This is an optimization exercise on Yosys and OpenROAD, whose aim is small area and a short achievable clock period, not a production implementation. Function was checked by simulation only, so behaviour that the tests miss may differ from the original. Power and IR drop assume default switching activity.

File: standard.sh
#!/bin/bash
# synth_recipe.tcl (not shown) runs the flow's synth.tcl, then flattens the netlist and writes it again
# the make line also repeats each setting of config.mk as NAME=value (left out here)
make -C /OpenROAD-flow-scripts/flow DESIGN_CONFIG=/design/flow/config.mk WORK_HOME=/design/flow/orfs CLKGATE_MAP_FILE= SYNTH_SCRIPT=/design/flow/synth_recipe.tcl "${@:-finish}"
File: constraint.sdc
create_clock -name core_clock -period 9.0 [get_ports {clk}]
set_input_delay 1.8000 -clock core_clock [delete_from_list [all_inputs] [get_ports {clk}]]
set_output_delay 1.8000 -clock core_clock [all_outputs]
set_load 0.01 [all_outputs]
File: design.v
`timescale 1ns / 1ps
module Full_Adder( A, B, Cin, Sum, Cout);
	input  A, B, Cin;
	output Sum, Cout;	
	wire w;
	assign w = A ^ B;
	assign Sum = w ^ Cin;
	assign Cout = (A & B) | (w & Cin); 
endmodule
`timescale 1ns / 1ps
module Add( A, B, Cin, Sum, Cout);
	input  [15:0]  A, B;
	input  Cin;
	output [15:0] Sum; 
	output Cout;	
	wire[15:0] tSum, tCin;
	Full_Adder zero    (.A(A[0]), .B(B[0]), .Cin(Cin),     .Sum(tSum[0]), .Cout(tCin[1]));
	Full_Adder first   (.A(A[1]), .B(B[1]), .Cin(tCin[1]), .Sum(tSum[1]), .Cout(tCin[2]));
	Full_Adder second  (.A(A[2]), .B(B[2]), .Cin(tCin[2]), .Sum(tSum[2]), .Cout(tCin[3]));
	Full_Adder third   (.A(A[3]), .B(B[3]), .Cin(tCin[3]), .Sum(tSum[3]), .Cout(tCin[4]));
	Full_Adder fourth  (.A(A[4]), .B(B[4]), .Cin(tCin[4]), .Sum(tSum[4]), .Cout(tCin[5]));
	Full_Adder fifth   (.A(A[5]), .B(B[5]), .Cin(tCin[5]), .Sum(tSum[5]), .Cout(tCin[6]));
	Full_Adder sixth   (.A(A[6]), .B(B[6]), .Cin(tCin[6]), .Sum(tSum[6]), .Cout(tCin[7]));
	Full_Adder seventh (.A(A[7]), .B(B[7]), .Cin(tCin[7]), .Sum(tSum[7]), .Cout(tCin[8]));
	Full_Adder eighth     	(.A(A[8]),  .B(B[8]),  .Cin(tCin[8]),  .Sum(tSum[8]),  .Cout(tCin[9]));
	Full_Adder ninth   	 	(.A(A[9]),  .B(B[9]),  .Cin(tCin[9]),  .Sum(tSum[9]),  .Cout(tCin[10]));
	Full_Adder tenth  	 	(.A(A[10]), .B(B[10]), .Cin(tCin[10]), .Sum(tSum[10]), .Cout(tCin[11]));
	Full_Adder eleventh   	(.A(A[11]), .B(B[11]), .Cin(tCin[11]), .Sum(tSum[11]), .Cout(tCin[12]));
	Full_Adder twelveth   	(.A(A[12]), .B(B[12]), .Cin(tCin[12]), .Sum(tSum[12]), .Cout(tCin[13]));
	Full_Adder thirteenth 	(.A(A[13]), .B(B[13]), .Cin(tCin[13]), .Sum(tSum[13]), .Cout(tCin[14]));
	Full_Adder fourthteenth (.A(A[14]), .B(B[14]), .Cin(tCin[14]), .Sum(tSum[14]), .Cout(tCin[15]));
	Full_Adder fifthteenth  (.A(A[15]), .B(B[15]), .Cin(tCin[15]), .Sum(tSum[15]), .Cout(Cout));
	assign Sum = tSum;
endmodule
`timescale 1ns / 1ps
module two_comp(input [15:0] X, input neg, output reg[15:0] Y);
	always@*
		begin
			if(neg)
				Y <= ~X;
			else
				Y <= X;
		end
endmodule
`timescale 1ns / 1ps
module Add2Com( A, B, Cin, neg, Sum, Cout);
	input  [15:0]  A, B;
	input  Cin;
	input neg;
	output [15:0] Sum; 
	output Cout;	
	wire [15:0] B2C;
	wire	temp;
	two_comp one1( .X(B), .neg(neg),.Y(B2C));	
	Add Add1( .A(A), .B(B2C), .Cin(neg), .Sum(Sum), .Cout(temp));
	assign Cout = temp;
endmodule
`timescale 1ns / 1ps
module AND(input [15:0] X, input [15:0] Y, output [15:0] Z);
	assign Z = X & Y;
endmodule
`timescale 1ns / 1ps
module OR(input [15:0] X, input [15:0] Y, output [15:0] Z);
	assign Z = X | Y;
endmodule
`timescale 1ns / 1ps
module comparator( input X, input Y, output lt, output eq, output gt);	
	and and1(lt, ~X, Y);
	and and2(gt, X, ~Y);
	nor nor1(eq, lt, gt);
endmodule
`timescale 1ns / 1ps
module comparator16bit( input [15:0] X, input [15:0] Y, output lt, output eq, output gt);	
	wire [15:0] ltw,eqw,gtw;
	comparator com0(  .X(X[0]),  .Y(Y[0]),  .lt(ltw[0]),  .eq(eqw[0]),  .gt(gtw[0]));
	comparator com1(  .X(X[1]),  .Y(Y[1]),  .lt(ltw[1]),  .eq(eqw[1]),  .gt(gtw[1]));
	comparator com2(  .X(X[2]),  .Y(Y[2]),  .lt(ltw[2]),  .eq(eqw[2]),  .gt(gtw[2]));	
	comparator com3(  .X(X[3]),  .Y(Y[3]),  .lt(ltw[3]),  .eq(eqw[3]),  .gt(gtw[3]));
	comparator com4(  .X(X[4]),  .Y(Y[4]),  .lt(ltw[4]),  .eq(eqw[4]),  .gt(gtw[4]));
	comparator com5(  .X(X[5]),  .Y(Y[5]),  .lt(ltw[5]),  .eq(eqw[5]),  .gt(gtw[5]));
	comparator com6(  .X(X[6]),  .Y(Y[6]),  .lt(ltw[6]),  .eq(eqw[6]),  .gt(gtw[6]));
	comparator com7(  .X(X[7]),  .Y(Y[7]),  .lt(ltw[7]),  .eq(eqw[7]),  .gt(gtw[7]));
	comparator com8(  .X(X[8]),  .Y(Y[8]),  .lt(ltw[8]),  .eq(eqw[8]),  .gt(gtw[8]));
	comparator com9(  .X(X[9]),  .Y(Y[9]),  .lt(ltw[9]),  .eq(eqw[9]),  .gt(gtw[9]));
	comparator com10( .X(X[10]), .Y(Y[10]), .lt(ltw[10]), .eq(eqw[10]), .gt(gtw[10]));
	comparator com11( .X(X[11]), .Y(Y[11]), .lt(ltw[11]), .eq(eqw[11]), .gt(gtw[11]));
	comparator com12( .X(X[12]), .Y(Y[12]), .lt(ltw[12]), .eq(eqw[12]), .gt(gtw[12]));
	comparator com13( .X(X[13]), .Y(Y[13]), .lt(ltw[13]), .eq(eqw[13]), .gt(gtw[13]));
	comparator com14( .X(X[14]), .Y(Y[14]), .lt(ltw[14]), .eq(eqw[14]), .gt(gtw[14]));
	comparator com15( .X(X[15]), .Y(Y[15]), .lt(ltw[15]), .eq(eqw[15]), .gt(gtw[15]));
	assign eq = eqw[0] & eqw[1] & eqw[2]&eqw[3]&eqw[4]&eqw[5]&eqw[6]&eqw[7]&eqw[8]&eqw[9]&eqw[10]&eqw[11]&eqw[12]&eqw[13]&eqw[14]&eqw[15];
	assign lt = (ltw[15]) | (ltw[14] & eqw[15]) | (ltw[13] & eqw[14] & eqw[15]) | (ltw[12] & eqw[13]& eqw[14]& eqw[15])  | (ltw[11] & eqw[12]& eqw[13]& eqw[14]& eqw[15]) | (ltw[10] &  eqw[11]& eqw[12]& eqw[13]& eqw[14]&eqw[15]) | (ltw[9] & eqw[10]& eqw[11]& eqw[12]& eqw[13]& eqw[14]& eqw[15]) | (ltw[8] & eqw[9]& eqw[10]& eqw[11]& eqw[12]& eqw[13]& eqw[14]& eqw[15]) | (ltw[7]& eqw[8]& eqw[9]& eqw[10]& eqw[11]& eqw[12]& eqw[13]& eqw[14]& eqw[15]) | (ltw[6]& eqw[7]& eqw[8]& eqw[9]& eqw[10]& eqw[11]& eqw[12]& eqw[13]& eqw[14]& eqw[15]) | (ltw[5] & eqw[6]& eqw[7]& eqw[8]& eqw[9]& eqw[10]& eqw[11]& eqw[12]& eqw[13]& eqw[14]& eqw[15]) | (ltw[4] & eqw[5]& eqw[6]& eqw[7]& eqw[8]& eqw[9]& eqw[10]& eqw[11]& eqw[12]& eqw[13]& eqw[14]& eqw[15]) | (ltw[3] & eqw[4]& eqw[5]& eqw[6]& eqw[7]& eqw[8]& eqw[9]& eqw[10]& eqw[11]& eqw[12]& eqw[13]& eqw[14]& eqw[15]) | (ltw[2] &eqw[3]& eqw[4]& eqw[5]& eqw[6]& eqw[7]& eqw[8]& eqw[9]& eqw[10]& eqw[11]& eqw[12]& eqw[13]& eqw[14]& eqw[15]) | (ltw[1] & eqw[2]& eqw[3]& eqw[4]& eqw[5]& eqw[6]& eqw[7]& eqw[8]& eqw[9]& eqw[10]& eqw[11]& eqw[12]& eqw[13]& eqw[14]& eqw[15]) | (ltw[0] & eqw[1] & eqw[2]& eqw[3]& eqw[4]& eqw[5]& eqw[6]& eqw[7]& eqw[8]& eqw[9]& eqw[10]& eqw[11]& eqw[12]& eqw[13]& eqw[14]& eqw[15]);
	assign gt = (gtw[15]) | (gtw[14] & eqw[15]) | (gtw[13] & eqw[14] & eqw[15]) | (gtw[12] & eqw[13]& eqw[14]& eqw[15])  | (gtw[11] & eqw[12]& eqw[13]& eqw[14]& eqw[15]) | (gtw[10] & eqw[11]& eqw[12]& eqw[13]& eqw[14]& eqw[15]) | (gtw[9] & eqw[10]& eqw[11]& eqw[12]& eqw[13]& eqw[14]& eqw[15]) | (gtw[8] & eqw[9]& eqw[10]& eqw[11]& eqw[12]& eqw[13]& eqw[14]& eqw[15]) | (gtw[7]& eqw[8]& eqw[9]& eqw[10]& eqw[11]& eqw[12]& eqw[13]& eqw[14]& eqw[15]) | (gtw[6]& eqw[7]& eqw[8]& eqw[9]& eqw[10]& eqw[11]& eqw[12]& eqw[13]& eqw[14]& eqw[15]) | (gtw[5] & eqw[6]& eqw[7]& eqw[8]& eqw[9]& eqw[10]& eqw[11]& eqw[12]& eqw[13]& eqw[14]& eqw[15]) | (gtw[4] & eqw[5]& eqw[6]& eqw[7]& eqw[8]& eqw[9]& eqw[10]& eqw[11]& eqw[12]& eqw[13]& eqw[14]& eqw[15]) | (gtw[3] & eqw[4]& eqw[5]& eqw[6]& eqw[7]& eqw[8]& eqw[9]& eqw[10]& eqw[11]& eqw[12]& eqw[13]& eqw[14]& eqw[15]) | (gtw[2] & eqw[3]& eqw[4]& eqw[5]& eqw[6]& eqw[7]& eqw[8]& eqw[9]& eqw[10]& eqw[11]& eqw[12]& eqw[13]& eqw[14]& eqw[15]) | (gtw[1] & eqw[2]& eqw[3]& eqw[4]& eqw[5]& eqw[6]& eqw[7]& eqw[8]& eqw[9]& eqw[10]& eqw[11]& eqw[12]& eqw[13]& eqw[14]& eqw[15]) | (gtw[0] & eqw[1] & eqw[2]& eqw[3]& eqw[4]& eqw[5]& eqw[6]& eqw[7]& eqw[8]& eqw[9]& eqw[10]& eqw[11]& eqw[12]& eqw[13]& eqw[14]& eqw[15]);
endmodule
`timescale 1ns / 1ps
module MUX(input select, input[1:0] in, output out);
	wire [1:0] d;
	not not1(nselect, select);
	and and1(d[0], select, in[0]);
	and and2(d[1], nselect, in[1]);
	or or1(out,d[0], d[1]);
endmodule
`timescale 1ns / 1ps
module MUX_16bit(input select, input[15:0] X, input[15:0] Y, output[15:0] Z);
	MUX MUX0 (.select(select), .in({X[0], Y[0]}),  .out(Z[0]));
	MUX MUX1 (.select(select), .in({X[1], Y[1]}),  .out(Z[1]));
	MUX MUX2 (.select(select), .in({X[2], Y[2]}),  .out(Z[2]));
	MUX MUX3 (.select(select), .in({X[3], Y[3]}),  .out(Z[3]));
	MUX MUX4 (.select(select), .in({X[4], Y[4]}),  .out(Z[4]));
	MUX MUX5 (.select(select), .in({X[5], Y[5]}),  .out(Z[5]));
	MUX MUX6 (.select(select), .in({X[6], Y[6]}),  .out(Z[6]));
	MUX MUX7 (.select(select), .in({X[7], Y[7]}),  .out(Z[7]));
	MUX MUX8 (.select(select), .in({X[8], Y[8]}),  .out(Z[8]));
	MUX MUX9 (.select(select), .in({X[9], Y[9]}),  .out(Z[9]));
	MUX MUX10(.select(select), .in({X[10],Y[10]}), .out(Z[10]));
	MUX MUX11(.select(select), .in({X[11],Y[11]}), .out(Z[11]));
	MUX MUX12(.select(select), .in({X[12],Y[12]}), .out(Z[12]));
	MUX MUX13(.select(select), .in({X[13],Y[13]}), .out(Z[13]));
	MUX MUX14(.select(select), .in({X[14],Y[14]}), .out(Z[14]));
	MUX MUX15(.select(select), .in({X[15],Y[15]}), .out(Z[15]));
endmodule
`timescale 1ns / 1ps
module mux16x16x1(select, A,B,C,D,E,F,G,H,I,J,K,L,M,N,O,P, Z);
	input [3:0] select;
	input [15:0] A,B,C,D,E,F,G,H,I,J,K,L,M,N,O,P;
	output [15:0] Z;
	wire [15:0] w1,w2,w3,w4,w5,w6,w7,w8,w9,w10,w11,w12,w13,w14;
	MUX_16bit MUX1(.select(select[0]), .X(A), .Y(B), .Z(w1));
	MUX_16bit MUX2(.select(select[0]), .X(C), .Y(D), .Z(w2));
	MUX_16bit MUX3(.select(select[0]), .X(E), .Y(F), .Z(w3));
	MUX_16bit MUX4(.select(select[0]), .X(G), .Y(H), .Z(w4));
	MUX_16bit MUX5(.select(select[0]), .X(I), .Y(J), .Z(w5));
	MUX_16bit MUX6(.select(select[0]), .X(K), .Y(L), .Z(w6));
	MUX_16bit MUX7(.select(select[0]), .X(M), .Y(N), .Z(w7));
	MUX_16bit MUX8(.select(select[0]), .X(O), .Y(P), .Z(w8));
	MUX_16bit MUX9 (.select(select[1]), .X(w1), .Y(w2), .Z(w9));
	MUX_16bit MUX10(.select(select[1]), .X(w3), .Y(w4), .Z(w10));
	MUX_16bit MUX11(.select(select[1]), .X(w5), .Y(w6), .Z(w11));
	MUX_16bit MUX12(.select(select[1]), .X(w7), .Y(w8), .Z(w12));
	MUX_16bit MUX13(.select(select[2]), .X(w9), .Y(w10), .Z(w13));
	MUX_16bit MUX14(.select(select[2]), .X(w11), .Y(w12), .Z(w14));
	MUX_16bit MUX15(.select(select[3]), .X(w13), .Y(w14), .Z(Z));
endmodule
`timescale 1ns / 1ps
module dff( clk, data, reset, q );
	input clk, data, reset;
	output reg q;
	always@(posedge clk)
	begin
		q <= data;
		if(reset)
			q <= 0;
	end
endmodule
`timescale 1ns / 1ps
module register16bit( clk, reset, D, select, Q);
	input clk, reset, select;
	input  [15:0] D;
	output [15:0] Q;
	wire 	 [15:0] Z;
	MUX_16bit MUX1( .select(select), .X(Q), .Y(D), .Z(Z) );
	dff d0 ( .clk(clk), .reset(reset), .data(Z[0]),  .q(Q[0]) );
	dff d1 ( .clk(clk), .reset(reset), .data(Z[1]),  .q(Q[1]) );
	dff d2 ( .clk(clk), .reset(reset), .data(Z[2]),  .q(Q[2]) );
	dff d3 ( .clk(clk), .reset(reset), .data(Z[3]),  .q(Q[3]) );
	dff d4 ( .clk(clk), .reset(reset), .data(Z[4]),  .q(Q[4]) );
	dff d5 ( .clk(clk), .reset(reset), .data(Z[5]),  .q(Q[5]) );
	dff d6 ( .clk(clk), .reset(reset), .data(Z[6]),  .q(Q[6]) );
	dff d7 ( .clk(clk), .reset(reset), .data(Z[7]),  .q(Q[7]) );
	dff d8 ( .clk(clk), .reset(reset), .data(Z[8]),  .q(Q[8]) );	
	dff d9 ( .clk(clk), .reset(reset), .data(Z[9]),  .q(Q[9]) );
	dff d10( .clk(clk), .reset(reset), .data(Z[10]), .q(Q[10]) );	
	dff d11( .clk(clk), .reset(reset), .data(Z[11]), .q(Q[11]) );	
	dff d12( .clk(clk), .reset(reset), .data(Z[12]), .q(Q[12]) );	
	dff d13( .clk(clk), .reset(reset), .data(Z[13]), .q(Q[13]) );
	dff d14( .clk(clk), .reset(reset), .data(Z[14]), .q(Q[14]) );	
	dff d15( .clk(clk), .reset(reset), .data(Z[15]), .q(Q[15]) );
endmodule
`timescale 1ns / 1ps
module Decoder4t16(
    input E,
    input [3:0] S,
    output [15:0] D
    );
	assign D = (E) ? (1 << S) : 16'b0 ;
endmodule
`timescale 1ns / 1ps
module reg_file( A, B, C, Aaddr, Baddr, Caddr, load, clear, clk, r1, r2, r3 );
	input  load, clk, clear;
	input  [15:0] C;
	input  [3:0] Aaddr, Baddr, Caddr;
	output [15:0] A, B, r1,r2,r3;
	wire [15:0] regOut1,regOut2,regOut3,regOut4,regOut5,regOut6,regOut7,regOut8,regOut9,regOut10,regOut11,regOut12,regOut13,regOut14,regOut15,regOut16;
	wire [15:0] slt;
	Decoder4t16 dec(.E(load), .S(Caddr), .D(slt));
	register16bit reg1 ( .clk(clk), .reset(clear), .D(C), .select(slt[0]),  .Q(regOut1 ));
	register16bit reg2 ( .clk(clk), .reset(clear), .D(C), .select(slt[1]),  .Q(regOut2 ));
	register16bit reg3 ( .clk(clk), .reset(clear), .D(C), .select(slt[2]),  .Q(regOut3 ));
	register16bit reg4 ( .clk(clk), .reset(clear), .D(C), .select(slt[3]),  .Q(regOut4 ));
	register16bit reg5 ( .clk(clk), .reset(clear), .D(C), .select(slt[4]),  .Q(regOut5 ));
	register16bit reg6 ( .clk(clk), .reset(clear), .D(C), .select(slt[5]),  .Q(regOut6 ));
	register16bit reg7 ( .clk(clk), .reset(clear), .D(C), .select(slt[6]),  .Q(regOut7 ));
	register16bit reg8 ( .clk(clk), .reset(clear), .D(C), .select(slt[7]),  .Q(regOut8 ));
	register16bit reg9 ( .clk(clk), .reset(clear), .D(C), .select(slt[8]),  .Q(regOut9 ));
	register16bit reg10( .clk(clk), .reset(clear), .D(C), .select(slt[9]),  .Q(regOut10));
	register16bit reg11( .clk(clk), .reset(clear), .D(C), .select(slt[10]), .Q(regOut11));
	register16bit reg12( .clk(clk), .reset(clear), .D(C), .select(slt[11]), .Q(regOut12));
	register16bit reg13( .clk(clk), .reset(clear), .D(C), .select(slt[12]), .Q(regOut13));
	register16bit reg14( .clk(clk), .reset(clear), .D(C), .select(slt[13]), .Q(regOut14));
	register16bit reg15( .clk(clk), .reset(clear), .D(C), .select(slt[14]), .Q(regOut15));
	register16bit reg16( .clk(clk), .reset(clear), .D(C), .select(slt[15]), .Q(regOut16));
	mux16x16x1 muxA(.select(Aaddr), .A(regOut1),.B(regOut2),.C(regOut3),.D(regOut4),.E(regOut5),.F(regOut6),.G(regOut7),.H(regOut8),.I(regOut9),.J(regOut10),.K(regOut11),.L(regOut12),.M(regOut13),.N(regOut14),.O(regOut15),.P(regOut16), .Z(A));
	mux16x16x1 muxB(.select(Baddr), .A(regOut1),.B(regOut2),.C(regOut3),.D(regOut4),.E(regOut5),.F(regOut6),.G(regOut7),.H(regOut8),.I(regOut9),.J(regOut10),.K(regOut11),.L(regOut12),.M(regOut13),.N(regOut14),.O(regOut15),.P(regOut16), .Z(B));
	assign r1 = regOut2;
	assign r2 = regOut3;
	assign r3 = regOut4;
endmodule
`timescale 1ns / 1ps
module ControlUnit(
	input [3:0] controlop,
	output reg [2:0] ALUop,
	output reg jump, regdest, Regwrite, ALUsrc, branch, memread, memwrite, memtoreg
	);
	always @ (controlop)
	begin
	case (controlop)
			0:  
			begin
				ALUop = 2;
				jump = 0;
				regdest = 1;
				Regwrite = 1;
				ALUsrc = 0;
				branch=0;
				memread=0;
				memwrite=0;
				memtoreg=0;
			end
			1:  
			begin
				ALUop=3;
				jump=0;
				regdest=1;
				Regwrite=1;
				ALUsrc=0;
				branch=0;
				memread=0;
				memwrite=0;
				memtoreg=0;
			end
	2:  
			begin
				ALUop=0;
				jump=0;
				regdest=1;
				Regwrite=1;
				ALUsrc=0;
				branch=0;
				memread=0;
				memwrite=0;
				memtoreg=0;
			end
	3:  
			begin
				ALUop=0;
				jump=0;
				regdest=0;
				Regwrite=1;
				ALUsrc=1;
				branch=0;
				memread=0;
				memwrite=0;
				memtoreg=0;
			end
			6:  
			begin
				ALUop=1;
				jump=0;
				regdest=1;
				Regwrite=1;
				ALUsrc=0;
				branch=0;
				memread=0;
				memwrite=0;
				memtoreg=0;
			end
			7:  
			begin
				ALUop=4;
				jump=0;
				regdest=1;
				Regwrite=1;
				ALUsrc=0;
				branch=0;
				memread=0;
				memwrite=0;
				memtoreg=0;
			end
			8:  
			begin
				ALUop=0;
				jump=0;
				regdest=0;
				Regwrite=1;
				ALUsrc=1;
				branch=0;
				memread=1;
				memwrite=0;
				memtoreg=1;
			end
			10:  
			begin
				ALUop=0;
				jump=0;
				regdest=0;
				Regwrite=0;
				ALUsrc=1;
				branch=0;
				memread=0;
				memwrite=1;
				memtoreg=1;
			end
			14:  
			begin
				ALUop=5;
				jump=0;
				regdest=0;
				Regwrite=0;
				ALUsrc=0;
				branch=1;
				memread=0;
				memwrite=0;
				memtoreg=0;
			end
		  15:  
			begin
				ALUop=0;
				jump=1;
				regdest=0;
				Regwrite=0;
				ALUsrc=1;
				branch=0;
				memread=0;
				memwrite=0;
				memtoreg=0;
			end
			default:
			begin
				ALUop=0;
				jump=0;
				regdest=0;
				Regwrite=0;
				ALUsrc=0;
				branch=0;
				memread=0;
				memwrite=0;
				memtoreg=0;
			end
		  endcase
	end
endmodule
`timescale 1ns / 1ps
module alu(clk,X, Y, out, Cin, Cout, lt, eq, gt, V, opcod);
	input  [15:0] X, Y;
	input  [2:0] opcod;
	input  Cin,clk;
	output [15:0] out;
	output Cout, lt, eq, gt, V;
	wire [16:0] add, sub, andL, orL;
	reg [16:0] temp;
	Add2Com add1( .A(X), .B(Y), .Cin(Cin), .neg(1'b0), .Sum(add[15:0]), .Cout(add[16]));
	Add2Com sub1(.A(X), .B(Y), .Cin(1'b1), .neg(1'b1), .Sum(sub[15:0]), .Cout(sub[16]));
	OR or1(.X(X), .Y(Y), .Z(orL));
	AND and1(.X(X), .Y(Y), .Z(andL));
	comparator16bit com1( .X(X), .Y(Y), .lt(lt), .eq(eq), .gt(gt));	
	always @(*)
	begin
		case(opcod)
			0: temp = add;
			1: temp = sub;
			2: temp = andL;
			3: temp = orL;
			4: begin
				if(lt)
					temp = 1;
				else 
					temp = 0;
				end
			5: temp = 0;
			default: temp = 8;
		endcase
	end
	assign out  = temp[15:0];
	assign Cout = temp[16];
endmodule
`timescale 1ns / 1ps
module Data_Memory( clk, clear, MemWrite, MemRead, Address, WriteData, ReadData );
	input  clk, clear, MemWrite, MemRead;
	input  [15:0] WriteData;
	input  [15:0] Address;
	output reg[15:0] ReadData;
	reg[15:0]d_mm[0:15];
	always@(posedge clk)
	begin
		if(clear) begin
			d_mm[0]  <= 16'h0001;
			d_mm[1]  <= 16'h0004;
			d_mm[2]  <= 16'h0006;
			d_mm[3]  <= 16'h0004;
			d_mm[4]  <= 16'h0005;
			d_mm[5]  <= 16'h0006;
			d_mm[6]  <= 16'h0001;
			d_mm[7]  <= 16'h0001;
			d_mm[8]  <= 16'h0001;
			d_mm[9]  <= 16'h0001;
			d_mm[10] <= 16'h0001;
			d_mm[11] <= 16'h0001;
			d_mm[12] <= 16'h0001;
			d_mm[13] <= 16'h0001;
			d_mm[14] <= 16'h0001;
			d_mm[15] <= 16'h0001;
		end
		else if(MemWrite)
			d_mm[Address[3:0]] <= WriteData;
	end
	always@(*)
		ReadData = d_mm[Address[3:0]];
endmodule
`timescale 1ns / 1ps
module aoi222(input a0, a1, b0, b1, c0, c1, output y);
	assign y = ~((a0 & a1) | (b0 & b1) | (c0 & c1));
endmodule
module nand2m(input a, b, output y);
	assign y = ~(a & b);
endmodule
module nand3m(input a, b, c, output y);
	assign y = ~(a & b & c);
endmodule
module nand4m(input a, b, c, d, output y);
	assign y = ~(a & b & c & d);
endmodule
module nor2m(input a, b, output y);
	assign y = ~(a | b);
endmodule
module or2m(input a, b, output y);
	assign y = a | b;
endmodule
module xor2m(input a, b, output y);
	assign y = a ^ b;
endmodule
module nand2bm(input an, b, output y);
	assign y = an | ~b;
endmodule
module nor2bm(input a, bn, output y);
	assign y = ~a & bn;
endmodule
module oai21m(input a1, a2, b1, output y);
	assign y = ~((a1 | a2) & b1);
endmodule
module aoi21m(input a1, a2, b1, output y);
	assign y = ~((a1 & a2) | b1);
endmodule
module mux2im(input a0, a1, s, output y);
	assign y = ~(s ? a1 : a0);
endmodule
module mux16t(input [15:0] d, input [15:0] s, output [5:0] t);
	aoi222 u0(d[0],  s[0],  d[1],  s[1],  d[2],  s[2],  t[0]);
	aoi222 u1(d[3],  s[3],  d[4],  s[4],  d[5],  s[5],  t[1]);
	aoi222 u2(d[6],  s[6],  d[7],  s[7],  d[8],  s[8],  t[2]);
	aoi222 u3(d[9],  s[9],  d[10], s[10], d[11], s[11], t[3]);
	aoi222 u4(d[12], s[12], d[13], s[13], d[14], s[14], t[4]);
	nand2m u5(d[15], s[15], t[5]);
endmodule
module mux16oh(input [15:0] d, input [15:0] s, output yn);
	wire [5:0] t;
	wire x0, x1;
	mux16t m(.d(d), .s(s), .t(t));
	nand3m v0(t[0], t[1], t[2], x0);
	nand3m v1(t[3], t[4], t[5], x1);
	nor2m  w0(x0, x1, yn);
endmodule
module mux16ohx(input [15:0] d, input [15:0] s, input xn, output yn);
	wire [5:0] t;
	wire x0, x1;
	mux16t m(.d(d), .s(s), .t(t));
	nand3m v0(t[0], t[1], t[2], x0);
	nand4m v1(t[3], t[4], t[5], xn, x1);
	nor2m  w0(x0, x1, yn);
endmodule
module mux16wb(input [15:0] d, input [15:0] s, input alun, output y);
	wire [5:0] t;
	wire x0, x1;
	mux16t m(.d(d), .s(s), .t(t));
	nand3m v0(t[0], t[1], t[2], x0);
	nand4m v1(t[3], t[4], t[5], alun, x1);
	or2m   w0(x0, x1, y);
endmodule
module MIPS(
	input clk, clear,
	input [15:0] instr,
	output reg [3:0] PC,
	output [15:0] R1, R2, R3
	);
	wire [3:0] op  = instr[15:12];
	wire [3:0] rs  = instr[11:8];
	wire [3:0] rt  = instr[7:4];
	wire [3:0] rd  = instr[3:0];
	wire [3:0] imm = instr[3:0];
	wire nc = ~clear;
	wire is_and  = (op == 4'd0);
	wire is_or   = (op == 4'd1);
	wire is_add  = (op == 4'd2);
	wire is_addi = (op == 4'd3);
	wire is_sub  = (op == 4'd6);
	wire is_slt  = (op == 4'd7);
	wire is_lw   = (op == 4'd8);
	wire is_sw   = (op == 4'd10);
	wire is_bne  = (op == 4'd14);
	wire is_j    = (op == 4'd15);
	wire rwe = is_and | is_or | is_add | is_addi | is_sub | is_slt | is_lw;
	wire [3:0] waddr = (is_addi | is_lw) ? rt : rd;
	wire sub = op[2];    
	wire [15:0] r [0:15];    
	wire [15:0] m [0:15];    
	wire [15:0] sA, sB, mhit, sM, An, Bn, A, Bx, wd, alun;
	genvar i, b;
	generate
		for (i = 0; i < 16; i = i + 1) begin : dec
			assign sA[i] = (rs == i);
			assign sB[i] = (rt == i);
			wire [3:0] tgt = i - imm;
			assign mhit[i] = (A[3:0] == tgt);
			assign sM[i] = mhit[i] & is_lw & nc;
		end
		for (b = 0; b < 16; b = b + 1) begin : rp
			wire [15:0] rc, mc;
			for (i = 0; i < 16; i = i + 1) begin : w_
				assign rc[i] = r[i][b];
				assign mc[i] = m[i][b];
			end
			mux16oh pa(.d(rc), .s(sA), .yn(An[b]));
			mux16oh pb(.d(rc), .s(sB), .yn(Bn[b]));
			mux16wb pm(.d(mc), .s(sM), .alun(alun[b]), .y(wd[b]));
		end
	endgenerate
	assign A  = ~An;
	assign Bx = ~Bn;    
	wire [15:0] e0, e1;    
	generate
		for (b = 0; b < 16; b = b + 1) begin : ye
			if (b < 4) begin : lo
				assign e0[b] = is_addi ? ~imm[b] : sub;
				assign e1[b] = is_addi ? ~imm[b] : ~sub;
			end else begin : hi
				assign e0[b] = is_addi | sub;
				assign e1[b] = is_addi | ~sub;
			end
		end
	endgenerate
	wire [15:0] Yn, p, g0, t0;
	wire [15:0] g1n, t1n, g2, t2, g3n, t3n, g4;
	generate
		for (b = 0; b < 16; b = b + 1) begin : l0
			mux2im uy(~e0[b], ~e1[b], Bn[b], Yn[b]);    
			xor2m  up(An[b], Yn[b], p[b]);              
			if (b == 0) begin : c0
				assign g0[0] = (~An[0] & ~Yn[0]) | ((~An[0] | ~Yn[0]) & sub);
				assign t0[0] = 1'b0;
			end else begin : cn
				nor2m  ug(An[b], Yn[b], g0[b]);     
				nand2m ut(An[b], Yn[b], t0[b]);     
			end
		end
		for (b = 0; b < 16; b = b + 1) begin : l1
			if (b >= 1) begin : c
				aoi21m ug(t0[b], g0[b-1], g0[b], g1n[b]);
				if (b >= 2) begin : t
					nand2m ut(t0[b], t0[b-1], t1n[b]);
				end else begin : tz
					assign t1n[b] = 1'b1;
				end
			end else begin : p_
				assign g1n[b] = ~g0[b];
				assign t1n[b] = 1'b1;
			end
		end
		for (b = 0; b < 16; b = b + 1) begin : l2
			if (b >= 2) begin : c
				oai21m ug(t1n[b], g1n[b-2], g1n[b], g2[b]);
				if (b >= 4) begin : t
					nor2m ut(t1n[b], t1n[b-2], t2[b]);
				end else begin : tz
					assign t2[b] = 1'b0;
				end
			end else begin : p_
				assign g2[b] = ~g1n[b];
				assign t2[b] = 1'b0;
			end
		end
		for (b = 0; b < 16; b = b + 1) begin : l3
			if (b >= 4) begin : c
				aoi21m ug(t2[b], g2[b-4], g2[b], g3n[b]);
				if (b >= 8) begin : t
					nand2m ut(t2[b], t2[b-4], t3n[b]);
				end else begin : tz
					assign t3n[b] = 1'b1;
				end
			end else begin : p_
				assign g3n[b] = ~g2[b];
				assign t3n[b] = 1'b1;
			end
		end
		for (b = 0; b < 16; b = b + 1) begin : l4
			if (b >= 8) begin : c
				oai21m ug(t3n[b], g3n[b-8], g3n[b], g4[b]);
			end else begin : p_
				assign g4[b] = ~g3n[b];
			end
		end
	endgenerate
	wire [15:0] c = {g4[14:0], sub};
	wire lt = ~g4[15];    
	wire sel_as  = (is_add | is_addi | is_sub) & nc;
	wire sel_and = is_and & nc;
	wire sel_or  = is_or & nc;
	wire sel_slt = is_slt & nc;
	wire [15:0] lg = ({16{sel_and}} & (A & Bx)) | ({16{sel_or}} & (A | Bx));
	wire [15:0] xv = ({16{sel_as}} &  p) | lg;    
	wire [15:0] yv = ({16{sel_as}} & ~p) | lg;    
	wire alun0;
	generate
		for (b = 0; b < 16; b = b + 1) begin : fin
			if (b == 0) begin : b0
				mux2im um(xv[b], yv[b], c[b], alun0);
			end else begin : bn
				mux2im um(xv[b], yv[b], c[b], alun[b]);
			end
		end
	endgenerate
	assign alun[0] = alun0 & ~(sel_slt & lt);
	wire [15:0] dz = Bx & {16{nc}};
	wire [15:0] d1 = Bx | {16{clear}};
	function [15:0] dinit(input integer w);
		case (w)
			0: dinit = 16'h0001;
			1: dinit = 16'h0004;
			2: dinit = 16'h0006;
			3: dinit = 16'h0004;
			4: dinit = 16'h0005;
			5: dinit = 16'h0006;
			default: dinit = 16'h0001;
		endcase
	endfunction
	generate
		for (i = 0; i < 16; i = i + 1) begin : g
			reg [15:0] rr;
			reg [15:0] mm;
			always @(posedge clk)
				if (clear || (rwe && waddr == i))
					rr <= wd;
			always @(posedge clk)
				if (clear || (is_sw && mhit[i]))
					mm <= (dinit(i) & d1) | (~dinit(i) & dz);
			assign r[i] = rr;
			assign m[i] = mm;
		end
	endgenerate
	wire taken = is_j | (is_bne & (An != Bn));
	always @(posedge clk) begin
		if (clear)
			PC <= 4'd0;
		else if (taken)
			PC <= instr[3:0];
		else
			PC <= PC + 4'd1;
	end
	assign R1 = r[1];
	assign R2 = r[2];
	assign R3 = r[3];
endmodule
File: config.mk
export PLATFORM = sky130hd
export DESIGN_NAME = MIPS
export DESIGN_NICKNAME = MIPS
export VERILOG_FILES = /design/flow/design.v
export SDC_FILE = /design/flow/constraint.sdc
export NUM_CORES = 4
export LEC_CHECK = 0
export CAP_MARGIN = 20
export CORE_MARGIN = 2
export CORE_UTILIZATION = 60
export CTS_BUF_LIST = sky130_fd_sc_hd__clkbuf_8
export CTS_CLUSTER_DIAMETER = 50
export CTS_CLUSTER_SIZE = 16
export SETUP_SLACK_MARGIN = 4
export SLEW_MARGIN = 20
export SYNTH_HIERARCHICAL = 1
export SYNTH_MINIMUM_KEEP_SIZE = 0
File: flow/run.sh
#!/bin/bash
# Layout flow: the standard ORFS flow (standard.sh, unchanged synthesis),
# with the port buffers made from sky130_fd_sc_hd__buf_1 (resized later where timing needs it) instead of the
# buffer ORFS picks by default (a delay cell). Every input and output port
# still gets its own buffer. The whole make output goes to standard_flow.log.
set -euo pipefail
bash standard.sh "BUFFER_PORTS_ARGS=-buffer_cell sky130_fd_sc_hd__buf_1" finish > standard_flow.log 2>&1
==> results of run 1 <==
==> final cells by class <==
type | instances | area, µm² | area share, %
repair buffers | 179 | 1289 | 4.949
clock buffers | 47 | 646.9 | 2.484
flip-flops and latches | 516 | 15450 | 59.34
clock inverters | 27 | 203.9 | 0.7831
inverters | 46 | 176.4 | 0.6774
well taps | 468 | 585.6 | 2.248
multi-input cells | 942 | 7686 | 29.51
==> Yosys stat by module, one instance, submodules excluded, a selection <==
module | cells inside | cell area [µm²] | times used
nor2m | 1 | 3.754 | 59
MIPS | 932 | 18100 | 1
nand2m | 1 | 3.754 | 85
or2m | 1 | 6.256 | 16
nand3m | 1 | 5.005 | 80
aoi21m | 1 | 8.758 | 27
xor2m | 1 | 8.758 | 16
mux2im | 1 | 10.01 | 32
==> sequential cells by signal, indices dropped and copies added, names as in the netlist <==
register and flops:
g.rr 256, g.mm 256, PC 4
==> kinds of logic after synthesis <==
group / count (synthesis)
DFF: 516
muxes: 44
adders and majority gates: 40
buffers and inverters: 72
xor gates and xnor gates: 43
and+or+nand+nor: 443
AOI/OAI and AO/OA: 367
==> worst paths after layout <==
check        slack, ps                endpoint  depth (start not counted)
max               3870  g[14].rr[15]$_DFFE_PP_                         17
min                620        PC[0]$_SDFF_PP0_                          2
max reg2reg       5160  g[14].rr[15]$_DFFE_PP_                         13
min reg2reg        620        PC[0]$_SDFF_PP0_                          2
==> critical path, stage by stage <==
cell	delay [ps]
clkbuf_4	180
nand2_2	140
nor3_2	60
buf_6	180
a222oi_1	430
nand3_1	230
nor2_4	230
buf_4	160
xor2_4	70
buf_12	180
buf_4	130
xnor2_1	280
nor2_1	130
buf_6	190
a222oi_1	400
nand3_2	280
or2_4	400
==> report_power, final <==
part / internal, mW / leakage [nW] / switching (mW) / total, mW
Sequential: 2.97 / 5.29 / 0.123 / 3.10
Combinational: 0.314 / 3.68 / 0.659 / 0.974
Clock: 0.513 / 0.424 / 0.823 / 1.34
==> cells in the final DEF (no fill, tap or decap), types with 15 or more instances in the layout <==
cell	netlist	final
a222oi_1	240	240
buf_6	0	16
xor2_1	21	19
nor2_1	123	67
a21oi_2	28	27
nand3_1	85	81
nor2_4	0	30
nand4_1	20	20
inv_1	46	45
clkbuf_8	0	47
edfxtp_1	512	512
o221ai_1	16	16
o211ai_1	16	16
or2_4	0	22
buf_4	0	88
ha_1	40	40
mux2i_1	40	26
nand2_1	143	138
buf_1	3	60
nor2_2	0	26
o21ai_1	22	15
==> per-layer routing <==
metal  wire (µm)  track usage (%)  part of all wire (%)  vias to the layer above
li1            -                -                     -                     6877
met1       27530            55.36                    38                     8243
met2       31610            52.05                    44                     1388
met3       10030            7.000                    14                      228
met4        2845            12.45                   4.0                        0
met5           0                0                     0                        -
==> what timing repair did <==
| item | in CTS | in global routing |
|---|---|---|
| cloned | 0 | 5 |
| gates resized for setup | 109 | 104 |
| pin swaps | 9 | 50 |
| setup buffers | 19 | 45 |
| setup endpoints to repair | 510 | 259 |
==> metrics by stage <==
step | utilization, % | hold slack (ps)
detailed placement | 64.72 | 607.4
global placement | 64.64 | 589.0
finish | 70.96 | 618.2
floorplan | - | 599.8
CTS | 68.54 | 629.5
global route | 70.96 | 687.2
==> run notes, run 1 <==
* Number of buffer cells added on primary ports: a little under 70
- The die covers just under 40000 µm².
- After synthesis, the largest family of logic cells by area is compound AO/OA/AOI/OAI gates.
- Yosys printed 7 warnings.
- For the finished layout, the period the worst path requires is 5129 ps.
- Worst rel slew slack: approximately a fifth
* TritonCTS clock tree: yes
- Starting density of the core: ~61%
- Portion of synthesized cell area occupied by the leading cell type: between 60% and 70%
* I/O pin total: 70
- Data on the critical path is required at its endpoint by 9370 ps.
- The first global-routing pass estimated 101100 µm of wire.
- Post-place instance area: ~24000 µm²
* Final hold violation count: 0
* Critical path endpoint category: flip-flop
- Detail-routed net length per standard cell: around 32 µm
- Clock buffer depth: 3
- Post-synth cell types: 48
* Portion of the clock cycle consumed by the worst path in the final layout: 56.99%
- Layout Cell Area excl Fill: between 20000 and 30000 µm²
- The detailed router finished its first iteration with 3604 violations.
- Setup violations remaining at the end of the flow were counted as 0.
- Maximum capacitance violations: 0
* Post-synthesis xor/xnor area fraction: 1.778%
- Via count of the routed design: 16740
- The congestion estimate from routability-driven global placement came to 0.9135.
- For this run, the total global-route usage over all layers was measured as between 30 and 40%.
- Worst min-delay path class: flip-flop to flip-flop
* Total number of nets in the final design: 1789
* Critical hold path startpoint: PC[0]$_SDFF_PP0_
- Horizontal die dimension: 197.4 µm
* Clock-pin slew on the worst setup and hold paths: 90 ps
* Number of nets with antenna violations after detailed routing: 0
- Total Negative Setup Slacks: 0 ps
- Clock Tree Root: clkbuf_8
* Final Instance Count excl. Fillers: 2225
- Of the total synthesized cell area, the portion taken by AND, OR, NAND and NOR gates is 8.878%.
* Count of placed standard cells including taps: 2080
- The worst path meets setup with 3871 ps of slack.
* Nets in the synthesized netlist: 1583
- Leakage power of the design: 9.390 nW
* Diode count: 0
- The HPWL after detailed placement is between 40000 and 50000 µm.
- Largest fanout of any net on the critical path: 16
* Asr flop ratio synth: 0%
- The worst register-to-register path begins at g[12].rr[3]$_DFFE_PP_.
* Portion of the post-synthesis area used by sequential elements: between 60 and 70%
* Synthesized-area fraction occupied by ao, oa, aoi and oai cells: 15.05%
* Ratio of cells with drive above 1 in the final layout: 22.25%
* Predominant post-synthesis flop cell: edfxtp_1
- Final wirelength: just over 70000 µm
- Crit. Startpoint: instr[11]
- A synthesized cell averages 14.72 µm².
* Share of synthesized cell area in full adder, half adder and majority cells: 2.229%
- In this run the number of H-tree levels came out at 2.
- Cell taking the most area after synthesis: edfxtp_1
* Area overhead of the layout relative to synthesis: 16.00%
* Global route overflow: 0
- The number of global-route vias before repair is 15260.
- Largest cells by area after synthesis: edfxtp_1, a222oi_1, nand2_1
- Post-Synthesis Cell Area: 22450 µm²
- The flow ran to the end and the layout has no timing, DRC or antenna violations.
- Count of hold buffers inserted by post-cts repair: 0
- Number of antenna violations at the first check in global routing: 1
* Detailed-route DRC error count: 0
* Cell with the most instances after synthesis: edfxtp_1
- Ranked by instance count, the synthesized netlist is headed by edfxtp_1, a222oi_1, nand2_1.
* Worst-margin pin slew: 1188 ps
* Setup CP Type: input port to flip-flop
* Core box area: 36700 µm²
- Power spread over the standard cell area amounts to 207.6 nW/µm².
- Counting flops and latches in the post-synthesis netlist gives 516.
- Synth Instances: 1525
* Pre-CTS setup slack: 2130 ps
- Setup repair after global routing could not meet its margin everywhere.
- # fillers: 2471
- Count of flip-flops with a built-in enable after synthesis: 512
- Fmax: 195.0 MHz
- At the later pin of the worst-skew pair, clock insertion delay measures 650 ps.
* Kind of start point of the critical path: input port
* Count of final max-slew check failures: 0
- Measured against the total synthesized area, the mux share comes to 2.001%.
- Detailed-routing iteration count for the pre-antenna-repair pass: 13
- Max rail drop VDD: approximately 160 µV
* Die height: between 150 and 200 µm
* Via count normalized by instance count: 7.522
- Row count: 70
* Largest net degree at the start of global routing: 63
- Number of clock sinks: 516
* Data arrival time of the critical path: 5490 ps
* Overall power of the completed layout: 5.405 mW
* Clock skew after layout: 32.10 ps
- In this run, CTS created clock tree buffers numbering 46.
==> inputs of run 2 (changes only) <==
--- a/config.mk
+++ b/config.mk
@@ -7,10 +7,10 @@
 export LEC_CHECK = 0
 export CAP_MARGIN = 20
 export CORE_MARGIN = 2
-export CORE_UTILIZATION = 60
-export CTS_BUF_LIST = sky130_fd_sc_hd__clkbuf_8
-export CTS_CLUSTER_DIAMETER = 50
-export CTS_CLUSTER_SIZE = 16
+export CORE_UTILIZATION = 65
+export CTS_BUF_LIST = sky130_fd_sc_hd__clkbuf_16
+export CTS_CLUSTER_DIAMETER = 60
+export CTS_CLUSTER_SIZE = 24
 export SETUP_SLACK_MARGIN = 4
 export SLEW_MARGIN = 20
 export SYNTH_HIERARCHICAL = 1
==> run 2 against run 1 <==
Still clean; die area shrank 7.5%; first-iteration DRC count is 17% lower; synthesized cell count unchanged; non-clock buffer count shrank 24; register-to-register slack better by 150 ps; largest power group unchanged; sequential power barely moved; setup slack better by 100 ps; routed wire length down 7.3%; critical path depth down 1.
==> run notes, run 2 <==
* Core box area: 34290 µm² (-6.6%)
- The DRC marker count from the first detailed-route iteration came to 3008 (-17%).
* Synth Instances: 1525 (unchanged)
- Starting density of the core: 65.48% (+4.3 points)
* Min cycle time layout: 5026 ps (-102.6 ps)
* Sequential cell fraction of total power: 55.7% (-1.6 points)
- The pin count of the biggest net entering global routing is 63 (unchanged).
* Worst-margin pin slew: 1093 ps (-94.23 ps)
- The iteration count of the initial detailed-routing pass is 17 (+4).
- The overall overflow remaining after global route was 0 (unchanged).
- Mean instance size in the synthesized netlist: 14.72 µm² (unchanged)
- Setup repair after global routing missed its margin: yes
* Critical hold path startpoint: PC[0]$_SDFF_PP0_
- The detailed-route via count is 16080 (-3.9%).
- The number of buffers between clock root and the deepest sink came to 3 (unchanged).
* Final Worst Setup Slack: 3974 ps (+102.6 ps)
* Insertion delay of the later-clocked pin in the worst-skew pair: 610 ps (-40 ps)
* Synthesized-area fraction occupied by and/or/nand/nor cells: 8.878% (unchanged)
* Via count normalized by instance count: 7.425 (-1.3%)
- # fillers: 2118 (-14%)
- By area, the combinational part of the netlist is dominated by compound AO/OA/AOI/OAI gates.
- Total number of nets in the final design: 1747 (-2.3%)
* Required time of the worst setup path: 9340 ps (-30 ps)
* Weighted congestion reported at the end of routability-driven placement: 1.030 (+13%)
- The residual antenna-violating net count after detailed routing is 0 (unchanged).
- Number of global-route vias before repair: 15370 (+0.73%)
* Critical path endpoint category: flip-flop
* Largest cells by area after synthesis: edfxtp_1, a222oi_1, nand2_1
- STA classifies the critical path startpoint as an input port.
* Cell with the most instances after synthesis: edfxtp_1
- Data arrival time of the critical path: 5370 ps (-120 ps)
- The synthesized net count came to 1583 (unchanged).
- The internal cell power was 3.996 mW (+5.1%).
- Post-synth cell types: 48 (unchanged)
- Clock-pin slew on the worst setup and hold paths: 80 ps (about the same)
* Asr flop ratio synth: 0% (unchanged)
- The total track usage is 36.59% (+0.50 points).
- Number of buffer cells added on primary ports: 69 (unchanged)
- The sequential share of the synthesized area came to 68.84% (unchanged).
* Largest registers ranked by flip-flop count: g.mm (256), g.rr (256), PC (4)
- The half-perimeter wire length of the detailed placement result came to 43730 µm (-3.7%).
* Portion of the clock cycle consumed by the worst path in the final layout: 55.85% (-1.1 points)
- TritonCTS built the clock tree.
* Final wirelength: 66730 µm (-7.3%)
* Number of register bits inferred by synthesis: 516 (unchanged)
- The vertical die dimension was 189.8 µm (-3.8%).
- Count of flip-flops with a built-in enable after synthesis: 512 (unchanged)
* Setup CP Type: input port to flip-flop
- The number of antenna violations at the first check in global routing is 2 (+1).
- Detail-routed net length per standard cell: 30.81 µm (-4.8%)
- The relative contribution of the clock network to total power is 28.1% (+3.4 points).
- The number of placement rows came to 68 (-2.9%).
- First-pass GRT wire length: 96740 µm (-4.3%)
- The critical path starts at instr[4].
- The number of maximum-capacitance violations came to 0 (unchanged).
- Worst min-delay path class: flip-flop to flip-flop
- The x dimension of the die was 189.8 µm (-3.8%).
* Pre-CTS setup slack: 2332 ps (+202.2 ps)
* Net switching fraction of the power: 28.20% (-1.5 points)
- The post-route core utilization came to 75.42% (+4.5 points).
- Largest fanout of any net on the critical path: 9 (-7)
- The relative slew slack came to 27.05% (+6.2 points).
- The post-synthesis cell area was 22450 µm² (unchanged).
- Clock Tree Root: clkbuf_16
- Among the stages of the critical path, the cell type that occurs most often is nor2_4.
- Portion of synthesized cell area occupied by the leading cell type: 68.48% (unchanged)
- Number of clock buffers inserted by TritonCTS: 31 (-33%)
* Ratio of cells with drive above 1 in the final layout: 18.49% (-3.8 points)
- The synthesis warning total came to 7 (unchanged).
- Total Negative Setup Slacks: 0 ps (unchanged)
- The residual DRC count is 0 (unchanged).
- The maximum achievable frequency came to 199.0 MHz (+2.0%).
- In this run the critical register-to-register path is launched from g[3].rr[3]$_DFFE_PP_.
* Commonest cells after routing, fill and taps aside: edfxtp_1, a222oi_1, nand2_1
- Mux share of post-synthesis cell area: 2.001% (unchanged)
- Final hold violation count: 0 (unchanged)
* Slowest Stage Delay on Critical Path: 400 ps (-30 ps)
- The post-synthesis compound-gate area fraction came to 15.05% (unchanged).
- The final number of max-transition violations came to 0 (unchanged).
- The worst clock skew on the final layout came to 23.54 ps (-8.565 ps).
- Predominant post-synthesis flop cell: edfxtp_1
- The net switching component of the power came to 1.569 mW (-2.2%).
- Crit path buffers/inverters: 3 (-3)
- Combinational power share: 16.2% (-1.8 points)
- Worst path slowest cell: a222oi_1
- Traced cell by cell, the critical path runs through clkbuf_4 -> nand2b_4 -> nor2_4 -> buf_4 -> a222oi_1 -> nand3_2 -> nor2_4 -> mux2i_4 -> nand2_1 -> a21oi_4 -> inv_1 -> a21oi_2 -> o21ai_1 -> mux2i_1 -> nand4_1 -> or2_4.
- The number of failing setup endpoints in the final timing report is 0 (unchanged).
- The flow ran to the end and the layout has no timing, DRC or antenna violations.
* CTS H-tree lvls: 1 (-1)
- Max rail drop VDD: 247.2 µV (+58%)
* Post-synthesis xor/xnor area fraction: 1.778% (unchanged)
- Largest delay share family, worst path: simple AND/OR/NAND/NOR gates
- Leakage power of the design: 9.285 nW (-1.1%)
- Cell taking the most area after synthesis: edfxtp_1
- Most used standard cells in the synthesized netlist: edfxtp_1, a222oi_1, nand2_1
- Area overhead of the layout relative to synthesis: 15.19%
- Share of synthesized cell area in full adder, half adder and majority cells: 2.229% (unchanged)
* I/O pin total: 70 (unchanged)
- Leaving out fill and tap cells, the most frequent cell in the layout is edfxtp_1.
- The sink count of the clock tree came to 516 (unchanged).
* DIE AREA: 36040 µm² (-7.5%)
- The ratio of total power to cell area was 215.2 nW/µm² (+3.7%).
-- run 2: cell counts after synthesis --
Identical to the previous run, type by type.
-- run 2: final timing paths --
| path | slack (ps) | depth (start not counted) | end |
|---|---|---|---|
| max reg2reg | 5310 | 12 | g[1].rr[14]$_DFFE_PP_ |
| max | 3970 | 16 | g[1].rr[14]$_DFFE_PP_ |
| min | 610 | 2 | PC[0]$_SDFF_PP0_ |
| min reg2reg | 610 | 2 | PC[0]$_SDFF_PP0_ |
-- run 2: final cells by class --
class	count	area, µm²	share of cell area (%)
Inverter	46	176.4	0.6822
Timing Repair Buffer	155	1044	4.035
Tap cell	455	569.3	2.201
Clock buffer	31	775.7	3.000
Clock inverter	22	281.5	1.089
Sequential cell	516	15450	59.76
Antenna cell	2	5.005	0.01935
Multi-Input combinational cell	939	7555	29.21
-- run 2: power by group through the flow --
stage	Combinational [mW]	Sequential, mW	Clock [mW]
after detailed placement	0.746	3.15	0
after global routing	0.956	3.12	1.65
after global placement	0.737	3.14	0
after floorplan	0.476	3.11	0
final	0.901	3.10	1.56
after CTS	0.803	3.09	1.57
-- run 2: timing repair --
item | CTS | global route
resized for setup | 97 | 81
endpoints found under the setup margin | 419 | 358
gates cloned | 1 | 1
pin swaps | 12 | 32
buffers inserted | 25 | 23
hold buffers | 0 | 0
-- run 2: cells by family after synthesis --
group	Yosys count
buffers and inverters	72
multiplexers	44
adder cells (fa/ha/maj)	40
flip-flops	516
XOR/XNOR	43
AND/OR/NAND/NOR	443
AO/OA/AOI/OAI	367
-- run 2: tightest hold or removal path, cell delays in order (launching register included) --
cell	delay (ps)
dfxtp_1	340
nor2_1	100
mux2_2	140
-- run 2: layer usage --
| layer | vias up | GRT usage, % | wire length (µm) |
|---|---|---|---|
| li1 | 6801 | - | - |
| met1 | 7841 | 47.14 | 23470 |
| met2 | 1207 | 59.98 | 31960 |
| met3 | 231 | 8.024 | 7995 |
| met4 | 2 | 16.82 | 3271 |
| met5 | - | 0.6868 | 42 |
-- run 2: metrics by stage --
stage          area (µm²)  instances  total power, mW  hold WS [ps]
2_1_floorplan       22600       1525            3.589         599.8
3_3_place_gp        23630       2059            3.875         581.9
3_5_place_dp        23630       2059            3.895         594.7
4_1_cts             25290       2138            5.466         612.9
5_1_grt             25860       2164            5.729         663.4
6_report            25860       2166            5.565         610.5
-- run 2: per-module statistics from Yosys (local to each module, per instance), a selection --
module,flops+latches,cells inside,times used
oai21m,0,1,22
nor2m,0,1,59
aoi222,0,1,240
nand2m,0,1,85
nand3m,0,1,80
mux2im,0,1,32
or2m,0,1,16
MIPS,516,932,1
==> inputs of run 3 (changes only) <==
==> flow/run.sh (replaced) <==
#!/bin/bash
# Layout flow: the standard ORFS flow (standard.sh, unchanged synthesis),
# with the port buffers made from sky130_fd_sc_hd__buf_4 instead of the
# buffer ORFS picks by default (a delay cell). Every input and output port
# still gets its own buffer. The whole make output goes to standard_flow.log.
set -euo pipefail
bash standard.sh "BUFFER_PORTS_ARGS=-buffer_cell sky130_fd_sc_hd__buf_4" finish > standard_flow.log 2>&1
--- a/config.mk
+++ b/config.mk
@@ -8,9 +8,7 @@
 export CAP_MARGIN = 20
 export CORE_MARGIN = 2
 export CORE_UTILIZATION = 65
-export CTS_BUF_LIST = sky130_fd_sc_hd__clkbuf_16
-export CTS_CLUSTER_DIAMETER = 60
-export CTS_CLUSTER_SIZE = 24
+export CTS_BUF_LIST = sky130_fd_sc_hd__clkbuf_4
 export SETUP_SLACK_MARGIN = 4
 export SLEW_MARGIN = 20
 export SYNTH_HIERARCHICAL = 1
==> run 3 against run 2 <==
Non-clock buffer count fell by 22; clock skew increased by 37 ps; area after synthesis unchanged; fmax fell by 1.0%; still clean on timing, DRC and antenna; routed wire length rose by 1.4%; combinational power down 6.4%; core utilization grew 0.20 points.
==> run notes, run 3 <==
* Worst min-delay path class: flip-flop to flip-flop
- The core region area is 34290 µm² (unchanged).
- Global route overflow: 0 (unchanged)
- The maximum achievable frequency is 196.9 MHz (-1.0%).
* # fillers: 2098 (-0.94%)
- The total track usage was 37.69% (+1.1 points).
* Leakage power of the design: 9.663 nW (+4.1%)
- The detail-routed via count per cell came to 7.310 (-1.5%).
* Setup repair after global routing missed its margin: no
* Worst-margin pin slew: 1129 ps (+35.62 ps)
- Largest fanout of any net on the critical path: 16 (+7)
- Horizontal die dimension: 189.8 µm (unchanged)
- Clock skew after layout: 60.86 ps (+37.32 ps)
- Number of DRC markers in iteration 0: 3049 (+1.4%)
* Status: finished clean
- Commonest cells after routing, fill and taps aside: edfxtp_1, a222oi_1, clkbuf_4
* M1 GR Usage: 48.54% (+1.4 points)
- Required time of the worst setup path: 9500 ps (+160 ps)
* Half-perimeter wire length after detailed placement: 44460 µm (+1.7%)
- The final weighted congestion of routability-driven global placement is 0.9695 (-5.9%).
- The relative contribution of combinational cells to total power is 14.7% (-1.5 points).
- The post-route clock period utilization is 56.42% (+0.57 points).
- The total I/O pin count was 70 (unchanged).
- Number of clock buffers inserted by TritonCTS: 120 (+290%)
- Mean instance size in the synthesized netlist: 14.72 µm² (unchanged)
- Clock-pin slew on the worst setup and hold paths: 60 ps (-20 ps)
- The first-pass GRT wire length was 99230 µm (+2.6%).
* Portion of the post-synthesis area used by sequential elements: 68.84% (unchanged)
- Total number of nets in the final design: 1812 (+3.7%)
- The post-synthesis cell area came to 22450 µm² (unchanged).
* Asr flop ratio synth: 0% (unchanged)
- Compared with the post-synthesis result, the final layout area differs by 15.50%.
- Clock Tree Root: clkbuf_4
- Largest cells by area after synthesis: edfxtp_1, a222oi_1, nand2_1
* Largest net degree at the start of global routing: 63 (unchanged)
- The net switching component of the power is 1.594 mW (+1.6%).
- The met3 routing resource usage after global routing was 8.984% (+0.96 points).
- The cell count after synthesis came to 1525 (unchanged).
* Maximum capacitance violations: 0 (unchanged)
- The number of failing setup endpoints in the final timing report came to 0 (unchanged).
- The initial cell density of the core was 65.48% (unchanged).
- The insertion delay of the later-clocked pin in the worst-skew pair came to 860 ps (+250 ps).
- The area enclosed by the die boundary came to 36040 µm² (unchanged).
- The number of hold buffers added after cts is 0 (unchanged).
- Yosys warnings: 7 (unchanged)
- TritonCTS clock tree: yes
- Power density over the cells: 221.8 nW/µm² (+3.1%)
- The top cell type's share of synthesized area came to 68.48% (unchanged).
- The most common cell in the synthesized netlist is edfxtp_1.
* Worst rel slew slack: 24.73% (-2.3 points)
* Clock power frac: 31.2% (+3.1 points)
- Worst hold slack: 600.6 ps (-9.895 ps)
* Sequential cell fraction of total power: 54.1% (-1.6 points)
- The number of placement rows came to 68 (unchanged).
- Min cycle time layout: 5077 ps (+51.14 ps)
* Number of clock sinks: 516 (unchanged)
- Among all flip-flop cells after synthesis, the most frequent one is edfxtp_1.
* Kind of start point of the critical path: input port
- The synthesized net count came to 1583 (unchanged).
- Count of flip-flops with a built-in enable after synthesis: 512 (unchanged)
* Number of register bits inferred by synthesis: 516 (unchanged)
- Post-synth cell types: 48 (unchanged)
- The setup TNS came to 0 ps (unchanged).
- Most used standard cells in the synthesized netlist: edfxtp_1, a222oi_1, nand2_1
* Critical path endpoint category: flip-flop
- The internal cell power is 4.158 mW (+4.1%).
* Count of placed standard cells including taps: 2057 (-0.097%)
- Final wirelength: 67680 µm (+1.4%)
- The worst supply voltage drop on vdd came to 155.4 µV (-37%).
- The worst setup path is of the input port to flip-flop kind.
* Number of antenna violations at the first check in global routing: 2 (unchanged)
* Via count of the routed design: 16710 (+3.9%)
* Net switching fraction of the power: 27.71% (-0.49 points)
* Detailed-route DRC error count: 0 (unchanged)
- Summed over all instances, the cell type with the most area after synthesis is edfxtp_1.
- The number of global-route vias before repair was 16190 (+5.4%).
- Largest registers ranked by flip-flop count: g.mm (256), g.rr (256), PC (4)
- Data arrival time of the critical path: 5580 ps (+210 ps)
- Detail-routed net length per standard cell: 29.61 µm (-3.9%)
* Number of nets with antenna violations after detailed routing: 0 (unchanged)
* Final Instance Count excl. Fillers: 2286 (+5.5%)
- The number of buffers between clock root and the deepest sink came to 3 (unchanged).
- Overall power of the completed layout: 5.752 mW (+3.4%)
* Met2 demand-to-capacity share in global routing: 60.95% (+0.97 points)
* Final Worst Setup Slack: 3923 ps (-51.14 ps)
- Detailed-routing iteration count for the pre-antenna-repair pass: 14 (-3)
- The fraction of final layout cells sized beyond drive strength 1 is 23.55% (+5.1 points).
- The vertical die dimension came to 189.8 µm (unchanged).
- Count of final max-slew check failures: 0 (unchanged)
- The number of H-tree branching levels is 3 (+2).
* Most common cell after layout, fill and taps aside: edfxtp_1
- Pre-CTS setup slack: 2595 ps (+263.3 ps)
* Global route hottest layer: met2
* Number of buffer cells added on primary ports: 69 (unchanged)
- The final count of hold timing violations was 0 (unchanged).
run 3: metal layers:
layer  part of all wire, %  wire (µm)
met1                    35      23540
met2                    47      32110
met3                    13       8740
met4                   4.8       3276
met5                 0.019         13
run 3: kinds of logic after synthesis:
group           Yosys count  synth area share [%]
xor+xnor                 43                 1.778
mux                      44                 2.001
simple gates            443                 8.878
fa+ha+maj                40                 2.229
flops                   516                 68.84
compound gates          367                 15.05
buf+inv                  72                 1.226
run 3: repair_timing:
action | 4_1_cts | 5_1_grt
pin swaps | 5 | 11
resized for setup | 36 | 47
buffers inserted | 5 | 23
setup endpoints to repair | 256 | 288
run 3: final cells by class:
| class | count | area, µm² | share of cell area (%) |
|---|---|---|---|
| Clock buffer | 159 | 1194 | 4.603 |
| Inverter | 46 | 172.7 | 0.6659 |
| Multi-Input combinational cell | 937 | 7224 | 27.86 |
| Clock inverter | 39 | 257.7 | 0.9940 |
| Timing Repair Buffer | 133 | 1056 | 4.072 |
| Tap cell | 455 | 569.3 | 2.195 |
| Antenna cell | 1 | 2.502 | 0.009650 |
| Sequential cell | 516 | 15450 | 59.60 |
run 3: worst max-delay path: stages:
cell      delay (ps)
buf_4            110
nand2b_2         360
nor3_4           100
buf_4            220
a222oi_1         330
nand3_1          200
nor2_2           280
mux2i_1          380
nand2_1          220
a21oi_2          220
o21ai_1          130
a21oi_2          230
o21ai_1          180
mux2i_1          230
nand4_1          110
or2_1            470
run 3: metrics by stage:
stage | area [µm²] | util [%]
3_5_place_dp | 23870 | 69.62
3_3_place_gp | 23870 | 69.61
2_1_floorplan | 22600 | -
5_1_grt | 25930 | 75.63
4_1_cts | 25520 | 74.44
6_report | 25930 | 75.63
run 3: path summary, 6_finish.rpt:
path                         from  cells after the start  slack [ps]               endpoint
max reg2reg  g[3].rr[1]$_DFFE_PP_                     12        5120  g[8].rr[14]$_DFFE_PP_
max                      instr[6]                     16        3920  g[8].rr[14]$_DFFE_PP_
min              PC[0]$_SDFF_PP0_                      2         600       PC[0]$_SDFF_PP0_
min reg2reg      PC[0]$_SDFF_PP0_                      2         600       PC[0]$_SDFF_PP0_
run 3: power by group through the flow:
stage	registers [mW]	logic (mW)	clock network, mW
5_1_grt	3.13	0.896	1.93
6_report	3.11	0.843	1.80
4_1_cts	3.10	0.781	1.81
3_3_place_gp	3.14	0.752	0
2_1_floorplan	3.11	0.476	0
3_5_place_dp	3.16	0.766	0
run 3: per-module statistics from Yosys, one instance, submodules excluded, a selection:
module,copies in the design,flops+latches,cells
mux2im,32,0,1
aoi21m,27,0,1
or2m,16,0,1
nand4m,16,0,1
oai21m,22,0,1
MIPS,1,516,932
xor2m,16,0,1
nand2m,85,0,1
aoi222,240,0,1
nand3m,80,0,1

## what the ideal ports hide
In the flow no input, the clock included, has a driving cell. The finished layouts below were timed again as built, in two steps.
Step 1: set_driving_cell puts a clkbuf_16 on clk and a buf_2 on each other input, an assumption about the parent block.
Step 2 times the ports against the registers' clock, not the clock port: input delays grow and output delays shrink by t, the midpoint of the rising clock arrivals with the driver on.
Slacks: ideal / step 1 / step 2; pairs: ideal / step 1.
run	t, ns	setup WS [ns]	hold slack, ns	worst setup path after step 2	latest minus earliest clock arrival (ns)
run 1	0.690	3.871 / 3.903 / 3.213	0.618 / 0.618 / 0.618	input to register	0.032 / 0.032
run 2	0.653	3.974 / 3.973 / 3.319	0.611 / 0.611 / 0.611	input to register	0.024 / 0.023
run 3	0.880	3.923 / 3.931 / 3.051	0.601 / 0.601 / 0.601	input to register	0.063 / 0.064
After both steps every run listed still meets setup and hold. The setup slack of run 3, which loses most, moves by +0.008 ns with the drivers and by -0.872 ns with both steps.
